This design comes from an exercise in tuning for a short achievable clock period and few clock cycles on the open sky130 flow, not from production work. Where RTL was checked, it was by simulation tests only, not by an equivalence proof against the original. Power is estimated from default activity; no workload was simulated.

## 11-14
==> flow/design.v <==
module Divider(clk, rst, start, a, b, busy, hi, lo);
    parameter STEPS = 2;
    localparam N = 16 / STEPS;
    input clk, rst, start;
    input [31:0] a, b;
    output reg busy;
    output [31:0] hi, lo;
    reg [31:0] R, Q, D;
    reg [33:0] D3;
    reg [4:0]  cnt;
    reg [31:0] r, q;
    reg [33:0] x;
    reg [34:0] s1, s2, s3;
    integer i;
    always @(*) begin
        r = R;
        q = Q;
        for (i = 0; i < STEPS; i = i + 1) begin
            x  = {r, q[31:30]};
            s1 = {1'b0, x} - {3'b0, D};
            s2 = {1'b0, x} - {2'b0, D, 1'b0};
            s3 = {1'b0, x} - {1'b0, D3};
            if (!s3[34])      begin r = s3[31:0]; q = {q[29:0], 2'd3}; end
            else if (!s2[34]) begin r = s2[31:0]; q = {q[29:0], 2'd2}; end
            else if (!s1[34]) begin r = s1[31:0]; q = {q[29:0], 2'd1}; end
            else              begin r = x[31:0];  q = {q[29:0], 2'd0}; end
        end
    end
    always @(posedge clk) begin
        if (rst)
            busy <= 1'b0;
        else if (start)
            busy <= 1'b1;
        else if (busy && cnt == 5'd1)
            busy <= 1'b0;
        if (start) begin
            R   <= 32'd0;
            Q   <= a;
            D   <= b;
            D3  <= {2'b0, b} + {1'b0, b, 1'b0};
            cnt <= N;
        end
        else if (busy) begin
            R   <= r;
            Q   <= q;
            cnt <= cnt - 5'd1;
        end
    end
    assign hi = R;
    assign lo = Q;
endmodule
module mips_pipeline(clk, rst, imem_addr, imem_rdata, dmem_addr, dmem_wdata, dmem_we, dmem_rdata);
    input clk, rst;
    output [31:0] imem_addr;
    input  [31:0] imem_rdata;
    output [31:0] dmem_addr, dmem_wdata;
    output dmem_we;
    input  [31:0] dmem_rdata;
    reg  [31:2] pc;
    reg         id_valid;
    reg  [31:0] id_instr;
    reg  [31:2] id_pc4;
    reg         id_bp;           
    reg  [3:0]  btb_v;
    reg  [31:2] btb_tag [0:3];
    reg  [31:2] btb_tgt [0:3];
    reg  [1:0]  btb_ptr;
    reg         ex_we, ex_lw, ex_sw, ex_beq, ex_bne, ex_pred, ex_divu;
    reg  [4:0]  ex_dst;
    reg  [31:0] ex_a, ex_b, ex_t;
    reg         ex_fa_mem, ex_fa_wb, ex_fb_mem, ex_fb_wb, ex_ft_mem, ex_ft_wb;
    reg         ex_op_add, ex_op_sub, ex_op_and, ex_op_or, ex_op_slt, ex_op_sll;
    reg  [31:2] ex_alt;
    reg         mem_we, mem_lw, mem_sw;
    reg  [4:0]  mem_dst;
    reg  [31:0] mem_res, mem_st;
    reg         wb_we;
    reg  [4:0]  wb_dst;
    reg  [31:0] wb_val;
    reg  [31:0] rf [1:31];
    wire [31:2] pc4 = pc + 30'd1;
    assign imem_addr = {pc, 2'b00};
    reg  [3:0]  btb_hit_i;
    reg  [31:2] btb_pc;
    integer k;
    always @(*) begin
        btb_pc = 30'd0;
        for (k = 0; k < 4; k = k + 1) begin
            btb_hit_i[k] = btb_v[k] & (btb_tag[k] == pc);
            btb_pc = btb_pc | ({30{btb_hit_i[k]}} & btb_tgt[k]);
        end
    end
    wire btb_hit = |btb_hit_i;
    wire [5:0]  op  = id_instr[31:26];
    wire [4:0]  rs  = id_instr[25:21];
    wire [4:0]  rt  = id_instr[20:16];
    wire [4:0]  rd  = id_instr[15:11];
    wire [5:0]  fn  = id_instr[5:0];
    wire [31:0] simm = {{16{id_instr[15]}}, id_instr[15:0]};
    wire is_r   = (op == 6'd0);
    wire r_sll  = is_r & (fn == 6'd0);
    wire r_mfhi = is_r & (fn == 6'd10);
    wire r_mflo = is_r & (fn == 6'd12);
    wire r_divu = is_r & (fn == 6'd27);
    wire r_add  = is_r & (fn == 6'd32);
    wire r_sub  = is_r & (fn == 6'd34);
    wire r_and  = is_r & (fn == 6'd36);
    wire r_or   = is_r & (fn == 6'd37);
    wire r_slt  = is_r & (fn == 6'd42);
    wire i_j    = (op == 6'd2);
    wire i_beq  = (op == 6'd4);
    wire i_bne  = (op == 6'd5);
    wire i_ori  = (op == 6'd13);
    wire i_lw   = (op == 6'd35);
    wire i_sw   = (op == 6'd43);
    wire r_alu   = r_sll | r_add | r_sub | r_and | r_or | r_slt;
    wire wr_rd   = r_alu | r_mfhi | r_mflo;
    wire wr_rt   = i_ori | i_lw;
    wire [4:0] dst = wr_rd ? rd : rt;
    wire id_we   = id_valid & (wr_rd | wr_rt) & (dst != 5'd0);
    wire use_rs  = r_alu | r_divu | i_ori | i_lw | i_sw | i_beq | i_bne;
    wire use_rt  = r_alu | r_divu | i_sw | i_beq | i_bne;
    wire use_imm = i_ori | i_lw | i_sw;
    wire is_br   = i_beq | i_bne;
    wire pred    = is_br & id_instr[15];             
    wire [31:0] rf_rs = (rs == 5'd0) ? 32'd0 : (wb_we && wb_dst == rs) ? wb_val : rf[rs];
    wire [31:0] rf_rt = (rt == 5'd0) ? 32'd0 : (wb_we && wb_dst == rt) ? wb_val : rf[rt];
    wire fa_mem = use_rs & ex_we  & (ex_dst  == rs);
    wire fa_wb  = use_rs & mem_we & (mem_dst == rs) & ~fa_mem;
    wire ft_mem = use_rt & ex_we  & (ex_dst  == rt);
    wire ft_wb  = use_rt & mem_we & (mem_dst == rt) & ~ft_mem;
    wire        div_busy;
    wire [31:0] hi, lo;
    wire load_use = ex_lw & ((use_rs & ex_dst == rs) | (use_rt & ex_dst == rt));
    wire div_wait = (r_mfhi | r_mflo) & (div_busy | ex_divu);
    wire stall    = id_valid & (load_use | div_wait);
    wire [31:2] br_target = id_pc4 + simm[29:0];
    wire [31:2] id_target = i_j ? {id_pc4[31:28], id_instr[25:0]} : br_target;
    wire id_taken    = i_j | pred;
    wire id_redirect = id_valid & (id_taken ^ id_bp);
    wire [31:2] id_next = id_bp ? id_pc4 : id_target;
    wire [31:0] a = ex_fa_mem ? mem_res : ex_fa_wb ? wb_val : ex_a;
    wire [31:0] b = ex_fb_mem ? mem_res : ex_fb_wb ? wb_val : ex_b;
    wire [31:0] t = ex_ft_mem ? mem_res : ex_ft_wb ? wb_val : ex_t;
    wire [31:0] sum  = a + b;
    wire [31:0] diff = a - b;
    wire [31:0] shl  = a << b[4:0];
    wire [31:0] res  = ({32{ex_op_add}} & sum)
                     | ({32{ex_op_sub}} & diff)
                     | ({32{ex_op_and}} & (a & b))
                     | ({32{ex_op_or}}  & (a | b))
                     | ({32{ex_op_sll}} & shl)
                     | {31'd0, ex_op_slt & diff[31]};
    wire eq = (a == t);
    wire mispredict = ((ex_beq & eq) | (ex_bne & ~eq)) ^ ex_pred & (ex_beq | ex_bne);
    Divider divider(.clk(clk), .rst(rst), .start(ex_divu), .a(a), .b(t),
                    .busy(div_busy), .hi(hi), .lo(lo));
    assign dmem_addr  = mem_res;
    assign dmem_wdata = mem_st;
    assign dmem_we    = mem_sw;
    always @(posedge clk) begin
        if (rst)
            pc <= 30'd0;
        else if (mispredict)
            pc <= ex_alt;
        else if (stall)
            pc <= pc;
        else if (id_redirect)
            pc <= id_next;
        else if (btb_hit)
            pc <= btb_pc;
        else
            pc <= pc4;
        if (rst) begin
            btb_v   <= 4'd0;
            btb_ptr <= 2'd0;
        end
        else if (id_redirect && id_taken && !stall && !mispredict) begin
            btb_v[btb_ptr]   <= 1'b1;
            btb_tag[btb_ptr] <= id_pc4 - 30'd1;
            btb_tgt[btb_ptr] <= id_target;
            btb_ptr          <= btb_ptr + 2'd1;
        end
        if (rst || mispredict || (id_redirect && !stall))
            id_valid <= 1'b0;
        else if (!stall) begin
            id_valid <= 1'b1;
            id_instr <= imem_rdata;
            id_pc4   <= pc4;
            id_bp    <= btb_hit;
        end
        if (rst || mispredict || stall || !id_valid) begin
            ex_we <= 1'b0; ex_lw <= 1'b0; ex_sw <= 1'b0;
            ex_beq <= 1'b0; ex_bne <= 1'b0; ex_divu <= 1'b0;
        end
        else begin
            ex_we <= id_we; ex_lw <= i_lw; ex_sw <= i_sw;
            ex_beq <= i_beq; ex_bne <= i_bne; ex_divu <= r_divu;
        end
        ex_pred   <= pred;
        ex_dst    <= dst;
        ex_a      <= r_mfhi ? hi : r_mflo ? lo : rf_rs;
        ex_b      <= use_imm ? simm : rf_rt;
        ex_t      <= rf_rt;
        ex_fa_mem <= fa_mem;
        ex_fa_wb  <= fa_wb;
        ex_fb_mem <= ft_mem & ~use_imm;
        ex_fb_wb  <= ft_wb & ~use_imm;
        ex_ft_mem <= ft_mem;
        ex_ft_wb  <= ft_wb;
        ex_op_add <= r_add | i_lw | i_sw;
        ex_op_sub <= r_sub;
        ex_op_and <= r_and;
        ex_op_or  <= r_or | i_ori | r_mfhi | r_mflo;
        ex_op_slt <= r_slt;
        ex_op_sll <= r_sll;
        ex_alt    <= pred ? id_pc4 : br_target;
        if (rst) begin
            mem_we <= 1'b0; mem_lw <= 1'b0; mem_sw <= 1'b0;
        end
        else begin
            mem_we <= ex_we; mem_lw <= ex_lw; mem_sw <= ex_sw;
        end
        mem_dst <= ex_dst;
        mem_res <= res;
        mem_st  <= t;
        if (rst)
            wb_we <= 1'b0;
        else
            wb_we <= mem_we;
        wb_dst <= mem_dst;
        wb_val <= mem_lw ? dmem_rdata : mem_res;
        if (wb_we)
            rf[wb_dst] <= wb_val;
    end
endmodule
==> flow/config.mk <==
export PLATFORM = sky130hd
export DESIGN_NAME = mips_pipeline
export DESIGN_NICKNAME = mips_pipeline
export VERILOG_FILES = /design/flow/design.v
export SDC_FILE = /design/flow/constraint.sdc
export NUM_CORES = 4
export LEC_CHECK = 0
export ABC_CLOCK_PERIOD_IN_PS = 4000
export CAP_MARGIN = 20
export CORE_MARGIN = 2
export CORE_UTILIZATION = 40
export PLACE_DENSITY = 0.6
export SLEW_MARGIN = 20
==> flow/constraint.sdc <==
create_clock -name core_clock -period 15.0 [get_ports {clk}]
set_input_delay 3.0000 -clock core_clock [delete_from_list [all_inputs] [get_ports {clk}]]
set_output_delay 3.0000 -clock core_clock [all_outputs]
set_load 0.01 [all_outputs]
standard.sh (not shown) runs the stock make flow with config.mk's settings and CLKGATE_MAP_FILE= SYNTH_SCRIPT=/design/flow/synth_recipe.tcl, a recipe that flattens the netlist after the stock synthesis.
==> flow/flow/run.sh <==
#!/bin/bash
set -euo pipefail
bash standard.sh SETUP_SLACK_MARGIN=${FLOW_SETUP_MARGIN:-11} finish > standard_flow.log 2>&1
Relative to 11-14, the following input files were edited for 03-15:
--- a/flow/design.v
+++ b/flow/design.v
@@ -1,4 +1,4 @@
 module Divider(clk, rst, start, a, b, busy, hi, lo);
-    parameter STEPS = 2;
+    parameter STEPS = 1;
     localparam N = 16 / STEPS;
     input clk, rst, start;
==> run summary <==
- Measured against 11-14, the final wirelength of 03-15 comes out at 0.867 times the reference value.
- Diff 11-14 -> 03-15: final cell count moved down, pin count of the biggest net entering global routing fell 10, post-layout total power -1.3%.
- Final period demand of the worst path in 03-15 is 1990 ps below 11-14.
- Against 11-14, 03-15 comes in 2.9 points lower on global-route usage.
- Count of filler cells inserted in the layout: 03-15 < 11-14
- [compare] base=11-14 new=03-15: detailed placer's ending HPWL now smaller; relative slew slack saw a decrease; layout inverter count without the clock tree saw a decrease.
- Taking 03-15 as 1.0, 11-14 lands at 1.05 on area after synthesis.
- [03-15] part of the cycle the worst path needs fell 13 points relative to 11-14
- 11-14 vs 03-15, launching element of the worst setup path: divider.Q[31] vs pc[6]
Testbench counts of 03-15, summed over its fixed seeds: cycles 134,033.
Function not checked in 11-14: the RTL went through the layout flow alone.

[static timing again, ports no longer ideal]
The results above use ideal ports. As a check the final layouts listed here were re-extracted and re-timed, cells and wires unchanged. Step 1 sets driving cells, clkbuf_16 on the clock port and buf_2 on the other inputs (assumed; they add their load-dependent delay and slew). Step 2 adds t to the input delays and takes it off the output delays; t is the mean of the earliest and latest rising clock arrival at the registers after step 1. Input paths then give back, and output paths get back, about the clock's delay inside the block. a / b / c = ideal ports / drivers / drivers and shift; a / b = the first two.
run | t, ns | setup WS [ns] | worst setup path after step 2
11-14 | 0.961 | 8.588 / 8.588 / 8.588 | register to register
03-15 | 0.919 | 10.581 / 10.494 / 10.175 | input to register
After both steps setup and hold are still met in every run listed. The setup slack of 03-15, which loses most, moves by -0.087 ns with the drivers and by -0.406 ns with both steps.
